Background: an optimization exercise with open tools, aiming at small area and a short achievable clock period. Do not read the settings as production practice. The RTL was checked by simulation tests, not by an equivalence proof against the original design. Power figures rest on the tool's default switching activity, not on a simulated workload.

==> run.sh <==
#!/bin/bash
# synth_recipe.tcl (not shown) runs the flow's synth.tcl, then flattens the netlist and writes it again
# the make line also repeats each setting of config.mk as NAME=value (left out here)
make -C /OpenROAD-flow-scripts/flow DESIGN_CONFIG=/design/flow/config.mk WORK_HOME=/design/flow/orfs CLKGATE_MAP_FILE= SYNTH_SCRIPT=/design/flow/synth_recipe.tcl finish
==> config.mk <==
export PLATFORM = sky130hd
export DESIGN_NAME = processor
export DESIGN_NICKNAME = processor
export VERILOG_FILES = /design/flow/design.v
export SDC_FILE = /design/flow/constraint.sdc
export NUM_CORES = 4
export LEC_CHECK = 0
export CAP_MARGIN = 20
export CORE_MARGIN = 2
export CORE_UTILIZATION = 40
export SETUP_SLACK_MARGIN = 3.5
export SLEW_MARGIN = 20
export SYNTH_HIERARCHICAL = 1
==> constraint.sdc <==
create_clock -name core_clock -period 11.0 [get_ports {clk}]
set_input_delay 2.2000 -clock core_clock [delete_from_list [all_inputs] [get_ports {clk}]]
set_output_delay 2.2000 -clock core_clock [all_outputs]
set_load 0.01 [all_outputs]
==> design.v <==
module processor( input         clk, reset,
                  output [31:0] PC,
                  input  [31:0] instruction,
                  output        WE,
                  output [31:0] address_to_mem,
                  output [31:0] data_to_mem,
                  input  [31:0] data_from_mem
                );
    wire [6:0] op = instruction[6:0];
    wire [2:0] f3 = instruction[14:12];
    wire [4:0] a1 = instruction[19:15];
    wire [4:0] a2 = instruction[24:20];
    wire [4:0] a3 = instruction[11:7];
    wire is_store = ~op[6] &  op[5] & ~op[4];
    wire is_lui   = ~op[6] &  op[4] &  op[2];
    wire is_rtype = ~op[6] &  op[5] &  op[4] & ~op[2];
    wire is_flog  = ~op[6] & ~op[4] &  op[3];
    wire is_load  = ~op[6] & ~op[5] & ~op[4] & ~op[3];
    wire is_br    =  op[6] & ~op[2];
    wire is_jal   =  op[6] &  op[2] &  op[3];
    wire is_jalr  =  op[6] &  op[2] & ~op[3];
    wire reg_write = ~is_store & ~is_br;
    wire [31:0] imm_i = {{20{instruction[31]}}, instruction[31:20]};
    wire [31:0] imm_s = {{20{instruction[31]}}, instruction[31:25], instruction[11:7]};
    wire [31:0] imm_u = {instruction[31:12], 12'b0};
    wire [31:0] imm_b = {{20{instruction[31]}}, instruction[7], instruction[30:25], instruction[11:8], 1'b0};
    wire [31:0] imm_j = {{12{instruction[31]}}, instruction[19:12], instruction[20], instruction[30:21], 1'b0};
    reg  [31:0] rf [1:31];
    wire [31:0] wd;
    wire [31:0] rs1, rs2;
    wire [2:0]  rs1_m [0:31];
    wire [31:0] wd_r = wd & {32{~reset}};
    wire [31:0] sel1, sel2, en, en_n;
    genvar gi, gb;
    generate
        for (gi = 0; gi < 32; gi = gi + 1) begin : dec
            assign sel1[gi] = (a1 == gi);
            assign sel2[gi] = (a2 == gi);
            assign en[gi]   = reset | (reg_write & (a3 == gi));
            assign en_n[gi] = ~en[gi];
        end
        for (gi = 1; gi < 32; gi = gi + 1) begin : wr
            wire [31:0] d;
            for (gb = 0; gb < 32; gb = gb + 1) begin : b
                k_a22o m (.a1(rf[gi][gb]), .a2(en_n[gi]), .b1(wd_r[gb]), .b2(en[gi]), .y(d[gb]));
            end
            always @(posedge clk) rf[gi] <= d;
        end
        for (gb = 0; gb < 32; gb = gb + 1) begin : rd
            wire [31:1] q;
            for (gi = 1; gi < 32; gi = gi + 1) begin : c
                assign q[gi] = rf[gi][gb];
            end
            rf_rdbit_m r1 (.q(q), .sel(sel1[31:1]), .m(rs1_m[gb]));
            k_or3 o1 (rs1_m[gb][0], rs1_m[gb][1], rs1_m[gb][2], rs1[gb]);
            rf_rdbit r2 (.q(q), .sel(sel2[31:1]), .y(rs2[gb]));
        end
    endgenerate
    wire [31:0] imm_a = is_store ? imm_s : (is_lui ? imm_u : imm_i);
    wire [31:0] agu;
    wire [31:0] rs1_m0, rs1_m1, rs1_m2;
    generate
        for (gb = 0; gb < 32; gb = gb + 1) begin : rm
            assign rs1_m0[gb] = rs1_m[gb][0];
            assign rs1_m1[gb] = rs1_m[gb][1];
            assign rs1_m2[gb] = rs1_m[gb][2];
        end
    endgenerate
    add_agu u_agu (.m0(rs1_m0), .m1(rs1_m1), .m2(rs1_m2), .a(rs1), .b(imm_a), .s(agu));
    assign address_to_mem = agu;
    assign data_to_mem = rs2;
    reg  [7:0] armed_key;
    always @(posedge clk) if (reset) armed_key <= 8'hA5;
    assign WE = is_store & (armed_key == 8'hA5);
    wire        sub = is_br | instruction[30];
    wire [31:0] bx = rs2 ^ {32{sub}};
    wire [31:0] as_p = rs1 ^ bx;
    wire [31:0] as_g = rs1 & bx;
    wire [31:0] as_g0 = {as_g[31:1], as_g[0] | (as_p[0] & sub)};
    wire [31:0] addsub;
    add_as u_as (.g(as_g0), .p(as_p), .c0(sub), .s(addsub));
    wire        eq = &as_p;           
    wire        lt = addsub[31];
    wire [31:0] andv = rs1 & rs2;
    wire [31:0] srlv = (|rs2[31:5]) ? 32'b0 : (rs1 >> rs2[4:0]);
    wire [8:0]  fl = {1'b0, rs1[30:23]} - 9'd127;
    wire [31:0] flog = {{23{fl[8]}}, fl};
    reg  [31:0] pc_q;
    assign PC = pc_q;
    wire [31:0] pc4 = pc_q + 32'd4;
    wire [31:0] immbj = op[2] ? imm_j : imm_b;
    wire [31:0] pcimm;
    add_pc u_pc (.g(pc_q & immbj), .p(pc_q ^ immbj), .c0(1'b0), .s(pcimm));
    wire taken = is_br & (f3[2] ? lt : eq);
    wire [31:0] pc_next = is_jalr ? agu : ((is_jal | taken) ? pcimm : pc4);
    always @(posedge clk) pc_q <= reset ? 32'b0 : pc_next;
    reg [31:0] wdr;
    always @(*) begin
        if (is_rtype)
            wdr = f3[2] ? (f3[1] ? andv : srlv) : addsub;
        else if (is_load)
            wdr = data_from_mem;
        else if (is_flog)
            wdr = flog;
        else if (op[6])
            wdr = pc4;
        else
            wdr = agu;
    end
    assign wd = wdr;
endmodule
module rf_rdbit (input [31:1] q, input [31:1] sel, output y);
    wire [10:0] n;
    wire [2:0] m;
    k_a222oi g0 (q[1],  sel[1],  q[2],  sel[2],  q[3],  sel[3],  n[0]);
    k_a222oi g1 (q[4],  sel[4],  q[5],  sel[5],  q[6],  sel[6],  n[1]);
    k_a222oi g2 (q[7],  sel[7],  q[8],  sel[8],  q[9],  sel[9],  n[2]);
    k_a222oi g3 (q[10], sel[10], q[11], sel[11], q[12], sel[12], n[3]);
    k_a222oi g4 (q[13], sel[13], q[14], sel[14], q[15], sel[15], n[4]);
    k_a222oi g5 (q[16], sel[16], q[17], sel[17], q[18], sel[18], n[5]);
    k_a222oi g6 (q[19], sel[19], q[20], sel[20], q[21], sel[21], n[6]);
    k_a222oi g7 (q[22], sel[22], q[23], sel[23], q[24], sel[24], n[7]);
    k_a222oi g8 (q[25], sel[25], q[26], sel[26], q[27], sel[27], n[8]);
    k_a222oi g9 (q[28], sel[28], q[29], sel[29], q[30], sel[30], n[9]);
    k_nand2  g10 (q[31], sel[31], n[10]);
    k_nand4  h0 (n[0], n[1], n[2], n[3], m[0]);
    k_nand4  h1 (n[4], n[5], n[6], n[7], m[1]);
    k_nand3  h2 (n[8], n[9], n[10], m[2]);
    k_or3    o  (m[0], m[1], m[2], y);
endmodule
module rf_rdbit_m (input [31:1] q, input [31:1] sel, output [2:0] m);
    wire [10:0] n;
    k_a222oi g0 (q[1],  sel[1],  q[2],  sel[2],  q[3],  sel[3],  n[0]);
    k_a222oi g1 (q[4],  sel[4],  q[5],  sel[5],  q[6],  sel[6],  n[1]);
    k_a222oi g2 (q[7],  sel[7],  q[8],  sel[8],  q[9],  sel[9],  n[2]);
    k_a222oi g3 (q[10], sel[10], q[11], sel[11], q[12], sel[12], n[3]);
    k_a222oi g4 (q[13], sel[13], q[14], sel[14], q[15], sel[15], n[4]);
    k_a222oi g5 (q[16], sel[16], q[17], sel[17], q[18], sel[18], n[5]);
    k_a222oi g6 (q[19], sel[19], q[20], sel[20], q[21], sel[21], n[6]);
    k_a222oi g7 (q[22], sel[22], q[23], sel[23], q[24], sel[24], n[7]);
    k_a222oi g8 (q[25], sel[25], q[26], sel[26], q[27], sel[27], n[8]);
    k_a222oi g9 (q[28], sel[28], q[29], sel[29], q[30], sel[30], n[9]);
    k_nand2  g10 (q[31], sel[31], n[10]);
    k_nand4  h0 (n[0], n[1], n[2], n[3], m[0]);
    k_nand4  h1 (n[4], n[5], n[6], n[7], m[1]);
    k_nand3  h2 (n[8], n[9], n[10], m[2]);
endmodule
module k_o31ai (input a1, a2, a3, b1, output y); assign y = ~((a1 | a2 | a3) & b1); endmodule
module k_nor4 (input a, b, c, d, output y);  assign y = ~(a | b | c | d);         endmodule
module k_inv (input a, output y);            assign y = ~a;                       endmodule
module k_nand2 (input a, b, output y);       assign y = ~(a & b);                 endmodule
module k_nor2 (input a, b, output y);        assign y = ~(a | b);                 endmodule
module k_nand3 (input a, b, c, output y);    assign y = ~(a & b & c);             endmodule
module k_or3 (input a, b, c, output y);      assign y = a | b | c;                endmodule
module k_nand4 (input a, b, c, d, output y); assign y = ~(a & b & c & d);         endmodule
module k_xor2 (input a, b, output y);        assign y = a ^ b;                    endmodule
module k_xnor2 (input a, b, output y);       assign y = ~(a ^ b);                 endmodule
module k_a21oi (input a1, a2, b1, output y); assign y = ~((a1 & a2) | b1);        endmodule
module k_o21ai (input a1, a2, b1, output y); assign y = ~((a1 | a2) & b1);        endmodule
module k_a22o (input a1, a2, b1, b2, output y); assign y = (a1 & a2) | (b1 & b2); endmodule
module k_a222oi (input a1, a2, b1, b2, c1, c2, output y);
    assign y = ~((a1 & a2) | (b1 & b2) | (c1 & c2));
endmodule
module add_agu (input [31:0] m0, m1, m2, input [31:0] a, input [31:0] b, output [31:0] s);
    wire t1;
    k_o31ai c1 (m0[0], m1[0], m2[0], b[0], t1);
    wire t2;
    k_nor4 c2 (m0[0], m1[0], m2[0], b[0], t2);
    k_xor2 c3 (a[0], b[0], s[0]);
    wire t4;
    k_o31ai c4 (m0[1], m1[1], m2[1], b[1], t4);
    wire t5;
    k_nor4 c5 (m0[1], m1[1], m2[1], b[1], t5);
    wire t6;
    k_xnor2 c6 (a[1], b[1], t6);
    wire t7;
    k_o31ai c7 (m0[2], m1[2], m2[2], b[2], t7);
    wire t8;
    k_nor4 c8 (m0[2], m1[2], m2[2], b[2], t8);
    wire t9;
    k_xnor2 c9 (a[2], b[2], t9);
    wire t10;
    k_o31ai c10 (m0[3], m1[3], m2[3], b[3], t10);
    wire t11;
    k_nor4 c11 (m0[3], m1[3], m2[3], b[3], t11);
    wire t12;
    k_xnor2 c12 (a[3], b[3], t12);
    wire t13;
    k_o31ai c13 (m0[4], m1[4], m2[4], b[4], t13);
    wire t14;
    k_nor4 c14 (m0[4], m1[4], m2[4], b[4], t14);
    wire t15;
    k_xnor2 c15 (a[4], b[4], t15);
    wire t16;
    k_o31ai c16 (m0[5], m1[5], m2[5], b[5], t16);
    wire t17;
    k_nor4 c17 (m0[5], m1[5], m2[5], b[5], t17);
    wire t18;
    k_xnor2 c18 (a[5], b[5], t18);
    wire t19;
    k_o31ai c19 (m0[6], m1[6], m2[6], b[6], t19);
    wire t20;
    k_nor4 c20 (m0[6], m1[6], m2[6], b[6], t20);
    wire t21;
    k_xnor2 c21 (a[6], b[6], t21);
    wire t22;
    k_o31ai c22 (m0[7], m1[7], m2[7], b[7], t22);
    wire t23;
    k_nor4 c23 (m0[7], m1[7], m2[7], b[7], t23);
    wire t24;
    k_xnor2 c24 (a[7], b[7], t24);
    wire t25;
    k_o31ai c25 (m0[8], m1[8], m2[8], b[8], t25);
    wire t26;
    k_nor4 c26 (m0[8], m1[8], m2[8], b[8], t26);
    wire t27;
    k_xnor2 c27 (a[8], b[8], t27);
    wire t28;
    k_o31ai c28 (m0[9], m1[9], m2[9], b[9], t28);
    wire t29;
    k_nor4 c29 (m0[9], m1[9], m2[9], b[9], t29);
    wire t30;
    k_xnor2 c30 (a[9], b[9], t30);
    wire t31;
    k_o31ai c31 (m0[10], m1[10], m2[10], b[10], t31);
    wire t32;
    k_nor4 c32 (m0[10], m1[10], m2[10], b[10], t32);
    wire t33;
    k_xnor2 c33 (a[10], b[10], t33);
    wire t34;
    k_o31ai c34 (m0[11], m1[11], m2[11], b[11], t34);
    wire t35;
    k_nor4 c35 (m0[11], m1[11], m2[11], b[11], t35);
    wire t36;
    k_xnor2 c36 (a[11], b[11], t36);
    wire t37;
    k_o31ai c37 (m0[12], m1[12], m2[12], b[12], t37);
    wire t38;
    k_nor4 c38 (m0[12], m1[12], m2[12], b[12], t38);
    wire t39;
    k_xnor2 c39 (a[12], b[12], t39);
    wire t40;
    k_o31ai c40 (m0[13], m1[13], m2[13], b[13], t40);
    wire t41;
    k_nor4 c41 (m0[13], m1[13], m2[13], b[13], t41);
    wire t42;
    k_xnor2 c42 (a[13], b[13], t42);
    wire t43;
    k_o31ai c43 (m0[14], m1[14], m2[14], b[14], t43);
    wire t44;
    k_nor4 c44 (m0[14], m1[14], m2[14], b[14], t44);
    wire t45;
    k_xnor2 c45 (a[14], b[14], t45);
    wire t46;
    k_o31ai c46 (m0[15], m1[15], m2[15], b[15], t46);
    wire t47;
    k_nor4 c47 (m0[15], m1[15], m2[15], b[15], t47);
    wire t48;
    k_xnor2 c48 (a[15], b[15], t48);
    wire t49;
    k_o31ai c49 (m0[16], m1[16], m2[16], b[16], t49);
    wire t50;
    k_nor4 c50 (m0[16], m1[16], m2[16], b[16], t50);
    wire t51;
    k_xnor2 c51 (a[16], b[16], t51);
    wire t52;
    k_o31ai c52 (m0[17], m1[17], m2[17], b[17], t52);
    wire t53;
    k_nor4 c53 (m0[17], m1[17], m2[17], b[17], t53);
    wire t54;
    k_xnor2 c54 (a[17], b[17], t54);
    wire t55;
    k_o31ai c55 (m0[18], m1[18], m2[18], b[18], t55);
    wire t56;
    k_nor4 c56 (m0[18], m1[18], m2[18], b[18], t56);
    wire t57;
    k_xnor2 c57 (a[18], b[18], t57);
    wire t58;
    k_o31ai c58 (m0[19], m1[19], m2[19], b[19], t58);
    wire t59;
    k_nor4 c59 (m0[19], m1[19], m2[19], b[19], t59);
    wire t60;
    k_xnor2 c60 (a[19], b[19], t60);
    wire t61;
    k_o31ai c61 (m0[20], m1[20], m2[20], b[20], t61);
    wire t62;
    k_nor4 c62 (m0[20], m1[20], m2[20], b[20], t62);
    wire t63;
    k_xnor2 c63 (a[20], b[20], t63);
    wire t64;
    k_o31ai c64 (m0[21], m1[21], m2[21], b[21], t64);
    wire t65;
    k_nor4 c65 (m0[21], m1[21], m2[21], b[21], t65);
    wire t66;
    k_xnor2 c66 (a[21], b[21], t66);
    wire t67;
    k_o31ai c67 (m0[22], m1[22], m2[22], b[22], t67);
    wire t68;
    k_nor4 c68 (m0[22], m1[22], m2[22], b[22], t68);
    wire t69;
    k_xnor2 c69 (a[22], b[22], t69);
    wire t70;
    k_o31ai c70 (m0[23], m1[23], m2[23], b[23], t70);
    wire t71;
    k_nor4 c71 (m0[23], m1[23], m2[23], b[23], t71);
    wire t72;
    k_xnor2 c72 (a[23], b[23], t72);
    wire t73;
    k_o31ai c73 (m0[24], m1[24], m2[24], b[24], t73);
    wire t74;
    k_nor4 c74 (m0[24], m1[24], m2[24], b[24], t74);
    wire t75;
    k_xnor2 c75 (a[24], b[24], t75);
    wire t76;
    k_o31ai c76 (m0[25], m1[25], m2[25], b[25], t76);
    wire t77;
    k_nor4 c77 (m0[25], m1[25], m2[25], b[25], t77);
    wire t78;
    k_xnor2 c78 (a[25], b[25], t78);
    wire t79;
    k_o31ai c79 (m0[26], m1[26], m2[26], b[26], t79);
    wire t80;
    k_nor4 c80 (m0[26], m1[26], m2[26], b[26], t80);
    wire t81;
    k_xnor2 c81 (a[26], b[26], t81);
    wire t82;
    k_o31ai c82 (m0[27], m1[27], m2[27], b[27], t82);
    wire t83;
    k_nor4 c83 (m0[27], m1[27], m2[27], b[27], t83);
    wire t84;
    k_xnor2 c84 (a[27], b[27], t84);
    wire t85;
    k_o31ai c85 (m0[28], m1[28], m2[28], b[28], t85);
    wire t86;
    k_nor4 c86 (m0[28], m1[28], m2[28], b[28], t86);
    wire t87;
    k_xnor2 c87 (a[28], b[28], t87);
    wire t88;
    k_o31ai c88 (m0[29], m1[29], m2[29], b[29], t88);
    wire t89;
    k_nor4 c89 (m0[29], m1[29], m2[29], b[29], t89);
    wire t90;
    k_xnor2 c90 (a[29], b[29], t90);
    wire t91;
    k_o31ai c91 (m0[30], m1[30], m2[30], b[30], t91);
    wire t92;
    k_nor4 c92 (m0[30], m1[30], m2[30], b[30], t92);
    wire t93;
    k_xnor2 c93 (a[30], b[30], t93);
    wire t94;
    k_o31ai c94 (m0[31], m1[31], m2[31], b[31], t94);
    wire t95;
    k_nor4 c95 (m0[31], m1[31], m2[31], b[31], t95);
    wire t96;
    k_xnor2 c96 (a[31], b[31], t96);
    wire t97;
    k_o21ai c97 (t5, t1, t4, t97);
    wire t98;
    k_o21ai c98 (t11, t7, t10, t98);
    wire t99;
    k_nor2 c99 (t11, t8, t99);
    wire t100;
    k_o21ai c100 (t17, t13, t16, t100);
    wire t101;
    k_nor2 c101 (t17, t14, t101);
    wire t102;
    k_o21ai c102 (t23, t19, t22, t102);
    wire t103;
    k_nor2 c103 (t23, t20, t103);
    wire t104;
    k_o21ai c104 (t29, t25, t28, t104);
    wire t105;
    k_nor2 c105 (t29, t26, t105);
    wire t106;
    k_o21ai c106 (t35, t31, t34, t106);
    wire t107;
    k_nor2 c107 (t35, t32, t107);
    wire t108;
    k_o21ai c108 (t41, t37, t40, t108);
    wire t109;
    k_nor2 c109 (t41, t38, t109);
    wire t110;
    k_o21ai c110 (t47, t43, t46, t110);
    wire t111;
    k_nor2 c111 (t47, t44, t111);
    wire t112;
    k_o21ai c112 (t53, t49, t52, t112);
    wire t113;
    k_nor2 c113 (t53, t50, t113);
    wire t114;
    k_o21ai c114 (t59, t55, t58, t114);
    wire t115;
    k_nor2 c115 (t59, t56, t115);
    wire t116;
    k_o21ai c116 (t65, t61, t64, t116);
    wire t117;
    k_nor2 c117 (t65, t62, t117);
    wire t118;
    k_o21ai c118 (t71, t67, t70, t118);
    wire t119;
    k_nor2 c119 (t71, t68, t119);
    wire t120;
    k_o21ai c120 (t77, t73, t76, t120);
    wire t121;
    k_nor2 c121 (t77, t74, t121);
    wire t122;
    k_o21ai c122 (t83, t79, t82, t122);
    wire t123;
    k_nor2 c123 (t83, t80, t123);
    wire t124;
    k_o21ai c124 (t89, t85, t88, t124);
    wire t125;
    k_nor2 c125 (t89, t86, t125);
    wire t126;
    k_o21ai c126 (t95, t91, t94, t126);
    wire t127;
    k_nor2 c127 (t95, t92, t127);
    wire t128;
    k_inv c128 (t97, t128);
    wire t129;
    k_o21ai c129 (t8, t128, t7, t129);
    wire t130;
    k_a21oi c130 (t99, t97, t98, t130);
    wire t131;
    k_inv c131 (t100, t131);
    wire t132;
    k_inv c132 (t101, t132);
    wire t133;
    k_o21ai c133 (t20, t131, t19, t133);
    wire t134;
    k_nor2 c134 (t20, t132, t134);
    wire t135;
    k_a21oi c135 (t103, t100, t102, t135);
    wire t136;
    k_nand2 c136 (t103, t101, t136);
    wire t137;
    k_inv c137 (t104, t137);
    wire t138;
    k_inv c138 (t105, t138);
    wire t139;
    k_o21ai c139 (t32, t137, t31, t139);
    wire t140;
    k_nor2 c140 (t32, t138, t140);
    wire t141;
    k_a21oi c141 (t107, t104, t106, t141);
    wire t142;
    k_nand2 c142 (t107, t105, t142);
    wire t143;
    k_inv c143 (t108, t143);
    wire t144;
    k_inv c144 (t109, t144);
    wire t145;
    k_o21ai c145 (t44, t143, t43, t145);
    wire t146;
    k_nor2 c146 (t44, t144, t146);
    wire t147;
    k_a21oi c147 (t111, t108, t110, t147);
    wire t148;
    k_nand2 c148 (t111, t109, t148);
    wire t149;
    k_inv c149 (t112, t149);
    wire t150;
    k_inv c150 (t113, t150);
    wire t151;
    k_o21ai c151 (t56, t149, t55, t151);
    wire t152;
    k_nor2 c152 (t56, t150, t152);
    wire t153;
    k_a21oi c153 (t115, t112, t114, t153);
    wire t154;
    k_nand2 c154 (t115, t113, t154);
    wire t155;
    k_inv c155 (t116, t155);
    wire t156;
    k_inv c156 (t117, t156);
    wire t157;
    k_o21ai c157 (t68, t155, t67, t157);
    wire t158;
    k_nor2 c158 (t68, t156, t158);
    wire t159;
    k_a21oi c159 (t119, t116, t118, t159);
    wire t160;
    k_nand2 c160 (t119, t117, t160);
    wire t161;
    k_inv c161 (t120, t161);
    wire t162;
    k_inv c162 (t121, t162);
    wire t163;
    k_o21ai c163 (t80, t161, t79, t163);
    wire t164;
    k_nor2 c164 (t80, t162, t164);
    wire t165;
    k_a21oi c165 (t123, t120, t122, t165);
    wire t166;
    k_nand2 c166 (t123, t121, t166);
    wire t167;
    k_inv c167 (t124, t167);
    wire t168;
    k_inv c168 (t125, t168);
    wire t169;
    k_o21ai c169 (t92, t167, t91, t169);
    wire t170;
    k_nor2 c170 (t92, t168, t170);
    wire t171;
    k_a21oi c171 (t127, t124, t126, t171);
    wire t172;
    k_nand2 c172 (t127, t125, t172);
    wire t173;
    k_o21ai c173 (t14, t130, t13, t173);
    wire t174;
    k_inv c174 (t130, t174);
    wire t175;
    k_a21oi c175 (t101, t174, t100, t175);
    wire t176;
    k_a21oi c176 (t134, t174, t133, t176);
    wire t177;
    k_o21ai c177 (t136, t130, t135, t177);
    wire t178;
    k_o21ai c178 (t38, t141, t37, t178);
    wire t179;
    k_nor2 c179 (t38, t142, t179);
    wire t180;
    k_inv c180 (t141, t180);
    wire t181;
    k_inv c181 (t142, t181);
    wire t182;
    k_a21oi c182 (t109, t180, t108, t182);
    wire t183;
    k_nand2 c183 (t109, t181, t183);
    wire t184;
    k_a21oi c184 (t146, t180, t145, t184);
    wire t185;
    k_nand2 c185 (t146, t181, t185);
    wire t186;
    k_o21ai c186 (t148, t141, t147, t186);
    wire t187;
    k_nor2 c187 (t148, t142, t187);
    wire t188;
    k_o21ai c188 (t62, t153, t61, t188);
    wire t189;
    k_nor2 c189 (t62, t154, t189);
    wire t190;
    k_inv c190 (t153, t190);
    wire t191;
    k_inv c191 (t154, t191);
    wire t192;
    k_a21oi c192 (t117, t190, t116, t192);
    wire t193;
    k_nand2 c193 (t117, t191, t193);
    wire t194;
    k_a21oi c194 (t158, t190, t157, t194);
    wire t195;
    k_nand2 c195 (t158, t191, t195);
    wire t196;
    k_o21ai c196 (t160, t153, t159, t196);
    wire t197;
    k_nor2 c197 (t160, t154, t197);
    wire t198;
    k_o21ai c198 (t86, t165, t85, t198);
    wire t199;
    k_nor2 c199 (t86, t166, t199);
    wire t200;
    k_inv c200 (t165, t200);
    wire t201;
    k_inv c201 (t166, t201);
    wire t202;
    k_a21oi c202 (t125, t200, t124, t202);
    wire t203;
    k_nand2 c203 (t125, t201, t203);
    wire t204;
    k_a21oi c204 (t170, t200, t169, t204);
    wire t205;
    k_nand2 c205 (t170, t201, t205);
    wire t206;
    k_o21ai c206 (t172, t165, t171, t206);
    wire t207;
    k_nor2 c207 (t172, t166, t207);
    wire t208;
    k_inv c208 (t177, t208);
    wire t209;
    k_o21ai c209 (t26, t208, t25, t209);
    wire t210;
    k_a21oi c210 (t105, t177, t104, t210);
    wire t211;
    k_a21oi c211 (t140, t177, t139, t211);
    wire t212;
    k_o21ai c212 (t142, t208, t141, t212);
    wire t213;
    k_a21oi c213 (t179, t177, t178, t213);
    wire t214;
    k_o21ai c214 (t183, t208, t182, t214);
    wire t215;
    k_o21ai c215 (t185, t208, t184, t215);
    wire t216;
    k_a21oi c216 (t187, t177, t186, t216);
    wire t217;
    k_inv c217 (t196, t217);
    wire t218;
    k_inv c218 (t197, t218);
    wire t219;
    k_o21ai c219 (t74, t217, t73, t219);
    wire t220;
    k_nor2 c220 (t74, t218, t220);
    wire t221;
    k_a21oi c221 (t121, t196, t120, t221);
    wire t222;
    k_nand2 c222 (t121, t197, t222);
    wire t223;
    k_a21oi c223 (t164, t196, t163, t223);
    wire t224;
    k_nand2 c224 (t164, t197, t224);
    wire t225;
    k_o21ai c225 (t166, t217, t165, t225);
    wire t226;
    k_nor2 c226 (t166, t218, t226);
    wire t227;
    k_a21oi c227 (t199, t196, t198, t227);
    wire t228;
    k_nand2 c228 (t199, t197, t228);
    wire t229;
    k_o21ai c229 (t203, t217, t202, t229);
    wire t230;
    k_nor2 c230 (t203, t218, t230);
    wire t231;
    k_o21ai c231 (t205, t217, t204, t231);
    wire t232;
    k_nor2 c232 (t205, t218, t232);
    wire t233;
    k_a21oi c233 (t207, t196, t206, t233);
    wire t234;
    k_nand2 c234 (t207, t197, t234);
    wire t235;
    k_o21ai c235 (t50, t216, t49, t235);
    wire t236;
    k_inv c236 (t216, t236);
    wire t237;
    k_a21oi c237 (t113, t236, t112, t237);
    wire t238;
    k_a21oi c238 (t152, t236, t151, t238);
    wire t239;
    k_o21ai c239 (t154, t216, t153, t239);
    wire t240;
    k_a21oi c240 (t189, t236, t188, t240);
    wire t241;
    k_o21ai c241 (t193, t216, t192, t241);
    wire t242;
    k_o21ai c242 (t195, t216, t194, t242);
    wire t243;
    k_a21oi c243 (t197, t236, t196, t243);
    wire t244;
    k_a21oi c244 (t220, t236, t219, t244);
    wire t245;
    k_o21ai c245 (t222, t216, t221, t245);
    wire t246;
    k_o21ai c246 (t224, t216, t223, t246);
    wire t247;
    k_a21oi c247 (t226, t236, t225, t247);
    wire t248;
    k_o21ai c248 (t228, t216, t227, t248);
    wire t249;
    k_a21oi c249 (t230, t236, t229, t249);
    wire t250;
    k_a21oi c250 (t232, t236, t231, t250);
    wire t251;
    k_o21ai c251 (t234, t216, t233, t251);
    k_xor2 c252 (t6, t1, s[1]);
    k_xnor2 c253 (t9, t97, s[2]);
    k_xnor2 c254 (t12, t129, s[3]);
    k_xor2 c255 (t15, t130, s[4]);
    k_xnor2 c256 (t18, t173, s[5]);
    k_xor2 c257 (t21, t175, s[6]);
    k_xor2 c258 (t24, t176, s[7]);
    k_xnor2 c259 (t27, t177, s[8]);
    k_xnor2 c260 (t30, t209, s[9]);
    k_xor2 c261 (t33, t210, s[10]);
    k_xor2 c262 (t36, t211, s[11]);
    k_xnor2 c263 (t39, t212, s[12]);
    k_xor2 c264 (t42, t213, s[13]);
    k_xnor2 c265 (t45, t214, s[14]);
    k_xnor2 c266 (t48, t215, s[15]);
    k_xor2 c267 (t51, t216, s[16]);
    k_xnor2 c268 (t54, t235, s[17]);
    k_xor2 c269 (t57, t237, s[18]);
    k_xor2 c270 (t60, t238, s[19]);
    k_xnor2 c271 (t63, t239, s[20]);
    k_xor2 c272 (t66, t240, s[21]);
    k_xnor2 c273 (t69, t241, s[22]);
    k_xnor2 c274 (t72, t242, s[23]);
    k_xor2 c275 (t75, t243, s[24]);
    k_xor2 c276 (t78, t244, s[25]);
    k_xnor2 c277 (t81, t245, s[26]);
    k_xnor2 c278 (t84, t246, s[27]);
    k_xor2 c279 (t87, t247, s[28]);
    k_xnor2 c280 (t90, t248, s[29]);
    k_xor2 c281 (t93, t249, s[30]);
    k_xor2 c282 (t96, t250, s[31]);
endmodule
module add_as (input [31:0] g, input [31:0] p, input c0, output [31:0] s);
    wire t1;
    k_a21oi c1 (p[1], g[0], g[1], t1);
    wire t2;
    k_a21oi c2 (p[3], g[2], g[3], t2);
    wire t3;
    k_nand2 c3 (p[3], p[2], t3);
    wire t4;
    k_a21oi c4 (p[5], g[4], g[5], t4);
    wire t5;
    k_nand2 c5 (p[5], p[4], t5);
    wire t6;
    k_a21oi c6 (p[7], g[6], g[7], t6);
    wire t7;
    k_nand2 c7 (p[7], p[6], t7);
    wire t8;
    k_a21oi c8 (p[9], g[8], g[9], t8);
    wire t9;
    k_nand2 c9 (p[9], p[8], t9);
    wire t10;
    k_a21oi c10 (p[11], g[10], g[11], t10);
    wire t11;
    k_nand2 c11 (p[11], p[10], t11);
    wire t12;
    k_a21oi c12 (p[13], g[12], g[13], t12);
    wire t13;
    k_nand2 c13 (p[13], p[12], t13);
    wire t14;
    k_a21oi c14 (p[15], g[14], g[15], t14);
    wire t15;
    k_nand2 c15 (p[15], p[14], t15);
    wire t16;
    k_a21oi c16 (p[17], g[16], g[17], t16);
    wire t17;
    k_nand2 c17 (p[17], p[16], t17);
    wire t18;
    k_a21oi c18 (p[19], g[18], g[19], t18);
    wire t19;
    k_nand2 c19 (p[19], p[18], t19);
    wire t20;
    k_a21oi c20 (p[21], g[20], g[21], t20);
    wire t21;
    k_nand2 c21 (p[21], p[20], t21);
    wire t22;
    k_a21oi c22 (p[23], g[22], g[23], t22);
    wire t23;
    k_nand2 c23 (p[23], p[22], t23);
    wire t24;
    k_a21oi c24 (p[25], g[24], g[25], t24);
    wire t25;
    k_nand2 c25 (p[25], p[24], t25);
    wire t26;
    k_a21oi c26 (p[27], g[26], g[27], t26);
    wire t27;
    k_nand2 c27 (p[27], p[26], t27);
    wire t28;
    k_a21oi c28 (p[29], g[28], g[29], t28);
    wire t29;
    k_nand2 c29 (p[29], p[28], t29);
    wire t30;
    k_a21oi c30 (p[31], g[30], g[31], t30);
    wire t31;
    k_nand2 c31 (p[31], p[30], t31);
    wire t32;
    k_inv c32 (t1, t32);
    wire t33;
    k_a21oi c33 (p[2], t32, g[2], t33);
    wire t34;
    k_o21ai c34 (t3, t1, t2, t34);
    wire t35;
    k_inv c35 (t4, t35);
    wire t36;
    k_inv c36 (t5, t36);
    wire t37;
    k_a21oi c37 (p[6], t35, g[6], t37);
    wire t38;
    k_nand2 c38 (p[6], t36, t38);
    wire t39;
    k_o21ai c39 (t7, t4, t6, t39);
    wire t40;
    k_nor2 c40 (t7, t5, t40);
    wire t41;
    k_inv c41 (t8, t41);
    wire t42;
    k_inv c42 (t9, t42);
    wire t43;
    k_a21oi c43 (p[10], t41, g[10], t43);
    wire t44;
    k_nand2 c44 (p[10], t42, t44);
    wire t45;
    k_o21ai c45 (t11, t8, t10, t45);
    wire t46;
    k_nor2 c46 (t11, t9, t46);
    wire t47;
    k_inv c47 (t12, t47);
    wire t48;
    k_inv c48 (t13, t48);
    wire t49;
    k_a21oi c49 (p[14], t47, g[14], t49);
    wire t50;
    k_nand2 c50 (p[14], t48, t50);
    wire t51;
    k_o21ai c51 (t15, t12, t14, t51);
    wire t52;
    k_nor2 c52 (t15, t13, t52);
    wire t53;
    k_inv c53 (t16, t53);
    wire t54;
    k_inv c54 (t17, t54);
    wire t55;
    k_a21oi c55 (p[18], t53, g[18], t55);
    wire t56;
    k_nand2 c56 (p[18], t54, t56);
    wire t57;
    k_o21ai c57 (t19, t16, t18, t57);
    wire t58;
    k_nor2 c58 (t19, t17, t58);
    wire t59;
    k_inv c59 (t20, t59);
    wire t60;
    k_inv c60 (t21, t60);
    wire t61;
    k_a21oi c61 (p[22], t59, g[22], t61);
    wire t62;
    k_nand2 c62 (p[22], t60, t62);
    wire t63;
    k_o21ai c63 (t23, t20, t22, t63);
    wire t64;
    k_nor2 c64 (t23, t21, t64);
    wire t65;
    k_inv c65 (t24, t65);
    wire t66;
    k_inv c66 (t25, t66);
    wire t67;
    k_a21oi c67 (p[26], t65, g[26], t67);
    wire t68;
    k_nand2 c68 (p[26], t66, t68);
    wire t69;
    k_o21ai c69 (t27, t24, t26, t69);
    wire t70;
    k_nor2 c70 (t27, t25, t70);
    wire t71;
    k_inv c71 (t28, t71);
    wire t72;
    k_inv c72 (t29, t72);
    wire t73;
    k_a21oi c73 (p[30], t71, g[30], t73);
    wire t74;
    k_nand2 c74 (p[30], t72, t74);
    wire t75;
    k_o21ai c75 (t31, t28, t30, t75);
    wire t76;
    k_nor2 c76 (t31, t29, t76);
    wire t77;
    k_a21oi c77 (p[4], t34, g[4], t77);
    wire t78;
    k_inv c78 (t34, t78);
    wire t79;
    k_o21ai c79 (t5, t78, t4, t79);
    wire t80;
    k_o21ai c80 (t38, t78, t37, t80);
    wire t81;
    k_a21oi c81 (t40, t34, t39, t81);
    wire t82;
    k_a21oi c82 (p[12], t45, g[12], t82);
    wire t83;
    k_nand2 c83 (p[12], t46, t83);
    wire t84;
    k_inv c84 (t45, t84);
    wire t85;
    k_inv c85 (t46, t85);
    wire t86;
    k_o21ai c86 (t13, t84, t12, t86);
    wire t87;
    k_nor2 c87 (t13, t85, t87);
    wire t88;
    k_o21ai c88 (t50, t84, t49, t88);
    wire t89;
    k_nor2 c89 (t50, t85, t89);
    wire t90;
    k_a21oi c90 (t52, t45, t51, t90);
    wire t91;
    k_nand2 c91 (t52, t46, t91);
    wire t92;
    k_a21oi c92 (p[20], t57, g[20], t92);
    wire t93;
    k_nand2 c93 (p[20], t58, t93);
    wire t94;
    k_inv c94 (t57, t94);
    wire t95;
    k_inv c95 (t58, t95);
    wire t96;
    k_o21ai c96 (t21, t94, t20, t96);
    wire t97;
    k_nor2 c97 (t21, t95, t97);
    wire t98;
    k_o21ai c98 (t62, t94, t61, t98);
    wire t99;
    k_nor2 c99 (t62, t95, t99);
    wire t100;
    k_a21oi c100 (t64, t57, t63, t100);
    wire t101;
    k_nand2 c101 (t64, t58, t101);
    wire t102;
    k_a21oi c102 (p[28], t69, g[28], t102);
    wire t103;
    k_nand2 c103 (p[28], t70, t103);
    wire t104;
    k_inv c104 (t69, t104);
    wire t105;
    k_inv c105 (t70, t105);
    wire t106;
    k_o21ai c106 (t29, t104, t28, t106);
    wire t107;
    k_nor2 c107 (t29, t105, t107);
    wire t108;
    k_o21ai c108 (t74, t104, t73, t108);
    wire t109;
    k_nor2 c109 (t74, t105, t109);
    wire t110;
    k_a21oi c110 (t76, t69, t75, t110);
    wire t111;
    k_nand2 c111 (t76, t70, t111);
    wire t112;
    k_inv c112 (t81, t112);
    wire t113;
    k_a21oi c113 (p[8], t112, g[8], t113);
    wire t114;
    k_o21ai c114 (t9, t81, t8, t114);
    wire t115;
    k_o21ai c115 (t44, t81, t43, t115);
    wire t116;
    k_a21oi c116 (t46, t112, t45, t116);
    wire t117;
    k_o21ai c117 (t83, t81, t82, t117);
    wire t118;
    k_a21oi c118 (t87, t112, t86, t118);
    wire t119;
    k_a21oi c119 (t89, t112, t88, t119);
    wire t120;
    k_o21ai c120 (t91, t81, t90, t120);
    wire t121;
    k_inv c121 (t100, t121);
    wire t122;
    k_inv c122 (t101, t122);
    wire t123;
    k_a21oi c123 (p[24], t121, g[24], t123);
    wire t124;
    k_nand2 c124 (p[24], t122, t124);
    wire t125;
    k_o21ai c125 (t25, t100, t24, t125);
    wire t126;
    k_nor2 c126 (t25, t101, t126);
    wire t127;
    k_o21ai c127 (t68, t100, t67, t127);
    wire t128;
    k_nor2 c128 (t68, t101, t128);
    wire t129;
    k_a21oi c129 (t70, t121, t69, t129);
    wire t130;
    k_nand2 c130 (t70, t122, t130);
    wire t131;
    k_o21ai c131 (t103, t100, t102, t131);
    wire t132;
    k_nor2 c132 (t103, t101, t132);
    wire t133;
    k_a21oi c133 (t107, t121, t106, t133);
    wire t134;
    k_nand2 c134 (t107, t122, t134);
    wire t135;
    k_a21oi c135 (t109, t121, t108, t135);
    wire t136;
    k_nand2 c136 (t109, t122, t136);
    wire t137;
    k_o21ai c137 (t111, t100, t110, t137);
    wire t138;
    k_nor2 c138 (t111, t101, t138);
    wire t139;
    k_a21oi c139 (p[16], t120, g[16], t139);
    wire t140;
    k_inv c140 (t120, t140);
    wire t141;
    k_o21ai c141 (t17, t140, t16, t141);
    wire t142;
    k_o21ai c142 (t56, t140, t55, t142);
    wire t143;
    k_a21oi c143 (t58, t120, t57, t143);
    wire t144;
    k_o21ai c144 (t93, t140, t92, t144);
    wire t145;
    k_a21oi c145 (t97, t120, t96, t145);
    wire t146;
    k_a21oi c146 (t99, t120, t98, t146);
    wire t147;
    k_o21ai c147 (t101, t140, t100, t147);
    wire t148;
    k_o21ai c148 (t124, t140, t123, t148);
    wire t149;
    k_a21oi c149 (t126, t120, t125, t149);
    wire t150;
    k_a21oi c150 (t128, t120, t127, t150);
    wire t151;
    k_o21ai c151 (t130, t140, t129, t151);
    wire t152;
    k_a21oi c152 (t132, t120, t131, t152);
    wire t153;
    k_o21ai c153 (t134, t140, t133, t153);
    wire t154;
    k_o21ai c154 (t136, t140, t135, t154);
    wire t155;
    k_a21oi c155 (t138, t120, t137, t155);
    k_xor2 c156 (p[0], c0, s[0]);
    k_xor2 c157 (p[1], g[0], s[1]);
    k_xnor2 c158 (p[2], t1, s[2]);
    k_xnor2 c159 (p[3], t33, s[3]);
    k_xor2 c160 (p[4], t34, s[4]);
    k_xnor2 c161 (p[5], t77, s[5]);
    k_xor2 c162 (p[6], t79, s[6]);
    k_xor2 c163 (p[7], t80, s[7]);
    k_xnor2 c164 (p[8], t81, s[8]);
    k_xnor2 c165 (p[9], t113, s[9]);
    k_xor2 c166 (p[10], t114, s[10]);
    k_xor2 c167 (p[11], t115, s[11]);
    k_xnor2 c168 (p[12], t116, s[12]);
    k_xor2 c169 (p[13], t117, s[13]);
    k_xnor2 c170 (p[14], t118, s[14]);
    k_xnor2 c171 (p[15], t119, s[15]);
    k_xor2 c172 (p[16], t120, s[16]);
    k_xnor2 c173 (p[17], t139, s[17]);
    k_xor2 c174 (p[18], t141, s[18]);
    k_xor2 c175 (p[19], t142, s[19]);
    k_xnor2 c176 (p[20], t143, s[20]);
    k_xor2 c177 (p[21], t144, s[21]);
    k_xnor2 c178 (p[22], t145, s[22]);
    k_xnor2 c179 (p[23], t146, s[23]);
    k_xor2 c180 (p[24], t147, s[24]);
    k_xor2 c181 (p[25], t148, s[25]);
    k_xnor2 c182 (p[26], t149, s[26]);
    k_xnor2 c183 (p[27], t150, s[27]);
    k_xor2 c184 (p[28], t151, s[28]);
    k_xnor2 c185 (p[29], t152, s[29]);
    k_xor2 c186 (p[30], t153, s[30]);
    k_xor2 c187 (p[31], t154, s[31]);
endmodule
module add_pc (input [31:0] g, input [31:0] p, input c0, output [31:0] s);
    wire t1;
    k_a21oi c1 (p[1], g[0], g[1], t1);
    wire t2;
    k_a21oi c2 (p[3], g[2], g[3], t2);
    wire t3;
    k_nand2 c3 (p[3], p[2], t3);
    wire t4;
    k_a21oi c4 (p[5], g[4], g[5], t4);
    wire t5;
    k_nand2 c5 (p[5], p[4], t5);
    wire t6;
    k_a21oi c6 (p[7], g[6], g[7], t6);
    wire t7;
    k_nand2 c7 (p[7], p[6], t7);
    wire t8;
    k_a21oi c8 (p[9], g[8], g[9], t8);
    wire t9;
    k_nand2 c9 (p[9], p[8], t9);
    wire t10;
    k_a21oi c10 (p[11], g[10], g[11], t10);
    wire t11;
    k_nand2 c11 (p[11], p[10], t11);
    wire t12;
    k_a21oi c12 (p[13], g[12], g[13], t12);
    wire t13;
    k_nand2 c13 (p[13], p[12], t13);
    wire t14;
    k_a21oi c14 (p[15], g[14], g[15], t14);
    wire t15;
    k_nand2 c15 (p[15], p[14], t15);
    wire t16;
    k_a21oi c16 (p[17], g[16], g[17], t16);
    wire t17;
    k_nand2 c17 (p[17], p[16], t17);
    wire t18;
    k_a21oi c18 (p[19], g[18], g[19], t18);
    wire t19;
    k_nand2 c19 (p[19], p[18], t19);
    wire t20;
    k_a21oi c20 (p[21], g[20], g[21], t20);
    wire t21;
    k_nand2 c21 (p[21], p[20], t21);
    wire t22;
    k_a21oi c22 (p[23], g[22], g[23], t22);
    wire t23;
    k_nand2 c23 (p[23], p[22], t23);
    wire t24;
    k_a21oi c24 (p[25], g[24], g[25], t24);
    wire t25;
    k_nand2 c25 (p[25], p[24], t25);
    wire t26;
    k_a21oi c26 (p[27], g[26], g[27], t26);
    wire t27;
    k_nand2 c27 (p[27], p[26], t27);
    wire t28;
    k_a21oi c28 (p[29], g[28], g[29], t28);
    wire t29;
    k_nand2 c29 (p[29], p[28], t29);
    wire t30;
    k_a21oi c30 (p[31], g[30], g[31], t30);
    wire t31;
    k_nand2 c31 (p[31], p[30], t31);
    wire t32;
    k_o21ai c32 (t3, t1, t2, t32);
    wire t33;
    k_o21ai c33 (t7, t4, t6, t33);
    wire t34;
    k_nor2 c34 (t7, t5, t34);
    wire t35;
    k_o21ai c35 (t11, t8, t10, t35);
    wire t36;
    k_nor2 c36 (t11, t9, t36);
    wire t37;
    k_o21ai c37 (t15, t12, t14, t37);
    wire t38;
    k_nor2 c38 (t15, t13, t38);
    wire t39;
    k_o21ai c39 (t19, t16, t18, t39);
    wire t40;
    k_nor2 c40 (t19, t17, t40);
    wire t41;
    k_o21ai c41 (t23, t20, t22, t41);
    wire t42;
    k_nor2 c42 (t23, t21, t42);
    wire t43;
    k_o21ai c43 (t27, t24, t26, t43);
    wire t44;
    k_nor2 c44 (t27, t25, t44);
    wire t45;
    k_o21ai c45 (t31, t28, t30, t45);
    wire t46;
    k_nor2 c46 (t31, t29, t46);
    wire t47;
    k_a21oi c47 (t34, t32, t33, t47);
    wire t48;
    k_a21oi c48 (t38, t35, t37, t48);
    wire t49;
    k_nand2 c49 (t38, t36, t49);
    wire t50;
    k_a21oi c50 (t42, t39, t41, t50);
    wire t51;
    k_nand2 c51 (t42, t40, t51);
    wire t52;
    k_a21oi c52 (t46, t43, t45, t52);
    wire t53;
    k_nand2 c53 (t46, t44, t53);
    wire t54;
    k_o21ai c54 (t49, t47, t48, t54);
    wire t55;
    k_o21ai c55 (t53, t50, t52, t55);
    wire t56;
    k_nor2 c56 (t53, t51, t56);
    wire t57;
    k_a21oi c57 (t56, t54, t55, t57);
    wire t58;
    k_inv c58 (t54, t58);
    wire t59;
    k_o21ai c59 (t51, t58, t50, t59);
    wire t60;
    k_inv c60 (t47, t60);
    wire t61;
    k_a21oi c61 (t36, t60, t35, t61);
    wire t62;
    k_a21oi c62 (t40, t54, t39, t62);
    wire t63;
    k_a21oi c63 (t44, t59, t43, t63);
    wire t64;
    k_inv c64 (t32, t64);
    wire t65;
    k_o21ai c65 (t5, t64, t4, t65);
    wire t66;
    k_o21ai c66 (t9, t47, t8, t66);
    wire t67;
    k_o21ai c67 (t13, t61, t12, t67);
    wire t68;
    k_o21ai c68 (t17, t58, t16, t68);
    wire t69;
    k_o21ai c69 (t21, t62, t20, t69);
    wire t70;
    k_inv c70 (t59, t70);
    wire t71;
    k_o21ai c71 (t25, t70, t24, t71);
    wire t72;
    k_o21ai c72 (t29, t63, t28, t72);
    wire t73;
    k_inv c73 (t1, t73);
    wire t74;
    k_a21oi c74 (p[2], t73, g[2], t74);
    wire t75;
    k_a21oi c75 (p[4], t32, g[4], t75);
    wire t76;
    k_a21oi c76 (p[6], t65, g[6], t76);
    wire t77;
    k_a21oi c77 (p[8], t60, g[8], t77);
    wire t78;
    k_a21oi c78 (p[10], t66, g[10], t78);
    wire t79;
    k_inv c79 (t61, t79);
    wire t80;
    k_a21oi c80 (p[12], t79, g[12], t80);
    wire t81;
    k_a21oi c81 (p[14], t67, g[14], t81);
    wire t82;
    k_a21oi c82 (p[16], t54, g[16], t82);
    wire t83;
    k_a21oi c83 (p[18], t68, g[18], t83);
    wire t84;
    k_inv c84 (t62, t84);
    wire t85;
    k_a21oi c85 (p[20], t84, g[20], t85);
    wire t86;
    k_a21oi c86 (p[22], t69, g[22], t86);
    wire t87;
    k_a21oi c87 (p[24], t59, g[24], t87);
    wire t88;
    k_a21oi c88 (p[26], t71, g[26], t88);
    wire t89;
    k_inv c89 (t63, t89);
    wire t90;
    k_a21oi c90 (p[28], t89, g[28], t90);
    wire t91;
    k_a21oi c91 (p[30], t72, g[30], t91);
    k_xor2 c92 (p[0], c0, s[0]);
    k_xor2 c93 (p[1], g[0], s[1]);
    k_xnor2 c94 (p[2], t1, s[2]);
    k_xnor2 c95 (p[3], t74, s[3]);
    k_xor2 c96 (p[4], t32, s[4]);
    k_xnor2 c97 (p[5], t75, s[5]);
    k_xor2 c98 (p[6], t65, s[6]);
    k_xnor2 c99 (p[7], t76, s[7]);
    k_xnor2 c100 (p[8], t47, s[8]);
    k_xnor2 c101 (p[9], t77, s[9]);
    k_xor2 c102 (p[10], t66, s[10]);
    k_xnor2 c103 (p[11], t78, s[11]);
    k_xnor2 c104 (p[12], t61, s[12]);
    k_xnor2 c105 (p[13], t80, s[13]);
    k_xor2 c106 (p[14], t67, s[14]);
    k_xnor2 c107 (p[15], t81, s[15]);
    k_xor2 c108 (p[16], t54, s[16]);
    k_xnor2 c109 (p[17], t82, s[17]);
    k_xor2 c110 (p[18], t68, s[18]);
    k_xnor2 c111 (p[19], t83, s[19]);
    k_xnor2 c112 (p[20], t62, s[20]);
    k_xnor2 c113 (p[21], t85, s[21]);
    k_xor2 c114 (p[22], t69, s[22]);
    k_xnor2 c115 (p[23], t86, s[23]);
    k_xor2 c116 (p[24], t59, s[24]);
    k_xnor2 c117 (p[25], t87, s[25]);
    k_xor2 c118 (p[26], t71, s[26]);
    k_xnor2 c119 (p[27], t88, s[27]);
    k_xnor2 c120 (p[28], t63, s[28]);
    k_xnor2 c121 (p[29], t90, s[29]);
    k_xor2 c122 (p[30], t72, s[30]);
    k_xnor2 c123 (p[31], t91, s[31]);
endmodule
==> results.txt <==
initial antenna violation count=16; Critical path buffers and inverters=11; area of the multi-input gates=roughly 30000 µm²; mapped cell area=48900 µm²; Initial DRC Count=12909; ys async rst share=0%; I/O pins=between 150 and 200; delay of the slowest critical-path stage=400 ps; TritonCTS clock tree=built; Clock Latency Late Sink=740 ps; Fin Setup TNS=0 ps; FF+latch count, synth=1024; post-placement worst setup slack=between 800 and 900 ps; H-tree depth=3; register area share after synthesis=42.0%; hpwl dp=166000 µm; fill cell count=10861; GR Overflow Total=0; prevailing post-synth register cell=dfxtp_1; share of cells above drive strength 1=a little under a quarter; # rows=128; CTS max path bufs=3; clock root buffer=clkbuf_16; clock transition at the registers of the reported paths=about 60 ps; FF/Latch Area=between 20000 and 25000 µm²; CP Cell Sequence=buf_6, buf_8, nor3_4, buf_12, buf_12, buf_8, a222oi_1, nand4_1, buf_6, nor4_4, o21ai_2, a21oi_4, o21ai_4, a21oi_4, buf_12, buf_8, buf_4, o21ai_2, xnor2_1, buf_4, buf_6; cts hold-fix bufs=0; critical path endpoint category=output pin; Crit Path Max Fanout=10; CTS sink cnt=slightly above 1000; slew at the pin closest to its max-slew limit=1230 ps; Fmax achieved=about 120 MHz; worst vdd ir=0.176 mV; IO buf count=160; post-synth cell types=between 70 and 80; die width=354 µm; CP delay by family, top=buffers and inverters; routability cong.=1.02; critical path startpoint category=primary input; fin crit period=approximately 8200 ps; pin count of the biggest net entering global routing=between 60 and 70; Vert. Die Dim=354 µm; power per cell area=208 nW/µm²; Post-Route WL=267000 µm; WP data arrival=a little under 6000 ps; leading area contributor after synthesis=dfxtp_1; Post-Route Skew=38.9 ps; critical path data required time=8800 ps; via count=between 50000 and 60000; top-area cell type share of the netlist area=42.0%; CP Class=in2out; count leader, synth=dfxtp_1; CTS buffer count=107; DR pass1 iterations=15; Final period util=roughly 74%; die area=about 120000 µm²; initial core utilization=about two fifths; area of the core=122000 µm²; max-slew violation count=0; Max-slew headroom=17.5%; DR DRC count=0; Routed Antenna Nets=0; routed len/inst=37.6 µm; Area growth syn-to-layout=29.6%; final setup fails=0; vias in the first global route=49708; leakage power=24.6 nW; final hold vios=0; synthesized area per cell=10.5 µm²; Post-Syn Instances=4666; worst min-delay path category=reg2reg; first-pass GRT wire length=371000 µm; number of synthesized flops with an enable pin=0; PnR worst setup slack=~2800 ps; Layout Nets=5523; status=timing/DRC/antenna clean; Synth top cells by count=1024 x dfxtp_1, 997 x a22o_1, 651 x a222oi_1; max_cap viols=0; unrepaired setup endpoints after global routing=yes; synth top area cells=dfxtp_1 42%, a22o_1 18%, a222oi_1 13%; Total GRT Usage=~40%; synth warn=9; slowest cell on the critical path=a222oi_1; via/cell ratio=7.55
==> Yosys stat by module, one instance, submodules excluded, excerpt <==
| module | flops+latches | area, µm² | times used | cells |
|---|---|---|---|---|
| k_o31ai | 0 | 12.5 | 31 | 1 |
| k_nor4 | 0 | 12.5 | 30 | 1 |
| k_xor2 | 0 | 8.76 | 46 | 1 |
| k_a21oi | 0 | 8.76 | 111 | 1 |
| k_inv | 0 | 3.75 | 60 | 1 |
| k_a222oi | 0 | 10.0 | 640 | 1 |
| k_a22o | 0 | 8.76 | 992 | 1 |
| k_nand3 | 0 | 5.00 | 64 | 1 |
| k_nand2 | 0 | 3.75 | 125 | 1 |
| k_nor2 | 0 | 3.75 | 51 | 1 |
| k_or3 | 0 | 6.26 | 64 | 1 |
| k_nand4 | 0 | 6.26 | 128 | 1 |
| k_o21ai | 0 | 5.00 | 91 | 1 |
| k_xnor2 | 0 | 8.76 | 81 | 1 |
==> registers in the layout, indices dropped and copies added, names as in the netlist <==
signal  cells
pc_q       32
rf        992
==> worst reg2reg max path, stage by stage (launching register included) <==
cell and delay, ps:
dfxtp_1 320, a222oi_1 530, nand4_1 670, or3_4 660, buf_4 160, xor2_1 150
ha_1 400, nand2_1 170, nor2_2 240, inv_1 90, nor2_1 180, nand2_1 80
o21ai_1 190, xor2_1 260, o2111ai_1 150, and3_1 250, a211oi_4 180, buf_4 510
a22o_1 280
==> per-layer routing <==
metal | global-route usage [%] | routed length [µm]
met2 | 57.8 | 108000
met4 | 28.6 | 23200
met3 | 15.1 | 40500
met1 | 50.0 | 95300
met5 | 0 | 135
==> stage by stage <==
step / util (%) / cell area [µm²] / hold WS, ps / total power [mW] / std cells
3_3_place_gp: 45.2 / 55000 / 487 / 8.60 / 6586
4_1_cts: 51.5 / 62600 / 509 / 12.8 / 7072
2_1_floorplan: - / 49800 / 475 / 7.11 / 4668
3_5_place_dp: 45.2 / 55000 / 493 / 8.67 / 6586
6_report: 52.1 / 63300 / 513 / 13.2 / 7117
5_1_grt: 52.1 / 63300 / 522 / 13.5 / 7107
==> area by class of cell <==
cell class	instances	area share, %
Multi-Input combinational cell	3456	47.4
Sequential cell	1024	32.4
Timing Repair Buffer	702	10.5
Clock buffer	155	5.02
Tap cell	1625	3.21
Clock inverter	42	0.808
Inverter	102	0.652
Antenna cell	11	0.0435
==> final timing paths <==
kind                              to  depth (start not counted)  slack [ps]       startpoint
setup / recovery  address_to_mem[27]                         21        2850  instruction[19]
hold / removal            rf[31][26]                          1         510       rf[31][26]
setup reg to reg          rf[21][31]                         18        5450        rf[1][25]
hold reg to reg           rf[31][26]                          1         510       rf[31][26]
==> where the power goes <==
group          switching (mW)  leakage (nW)  internal [mW]
clock                    1.63          1.82           2.20
combinational            2.59          14.3           1.79
sequential              0.567          8.47           4.37
==> kinds of logic (layout without fill, tap and decap cells) <==
| group | count (synthesis) | count (layout) | synth area share, % |
|---|---|---|---|
| AOI/OAI and AO/OA | 2179 | 2179 | 39.2 |
| DFF | 1024 | 1024 | 42.0 |
| and+or+nand+nor | 919 | 942 | 9.87 |
| buffers and inverters | 211 | 1001 | 1.70 |
| xor gates and xnor gates | 193 | 193 | 3.46 |
| muxes | 75 | 75 | 2.20 |
| adders and majority gates | 64 | 64 | 1.64 |
| other | 1 | 14 | 0.00767 |
==> repair_timing <==
item,CTS,global route
cloned,26,0
resized for setup,426,118
setup endpoints to repair,1088,448
pin swaps,195,80
setup buffers,263,34
==> layout by cell type (no fill, tap or decap), drive strengths merged, types with 12 or more instances in the layout <==
cell type      synthesis  final
nor2b                 16     16
inv                  101    103
xnor2                106    106
a21o                  48     48
o22a                  14     14
and3                  12     12
mux2i                 33     33
buf                   17    578
a22o                 997    997
a21oi                165    165
ha                    64     64
a211oi                27     27
nor2                 196    218
nor3                  49     49
nand3                107    107
mux2                  18     18
a222oi               651    651
xor2                  87     87
nor4                  53     53
dfxtp               1024   1024
or3                   68     68
a31o                  15     15
nand2b                19     19
o21ai                135    135
clkinv                 1     29
o31ai                 36     36
clkdlybuf4s50          0    109
nand3b                14     14
a31oi                 18     18
clkbuf                92    158
mux4                  24     24
nand2                212    213
nand4                149    149

-- afterwards: timing with drivers on the ports --
How much do the figures lean on ideal ports? The routed layout below was timed once more, with nothing changed but the port constraints.
Step 1, drivers: a clkbuf_16 drives clk and a buf_2 each remaining input, both assumed.
Step 2 also shifts input and output timing later by t, the mid clock arrival at the registers, as if the neighbouring blocks saw the same clock.
Slacks: no drivers / after step 1 / after step 2; pairs: no drivers / after step 1.
shift t [ns]: 0.793
setup slack, ns: 2.846 / 2.694 / 2.694
hold slack, ns: 0.513 / 0.513 / 0.513
After both steps setup and hold are still met in this run. The setup slack of this run moves by -0.152 ns with the drivers and by -0.152 ns with both steps.
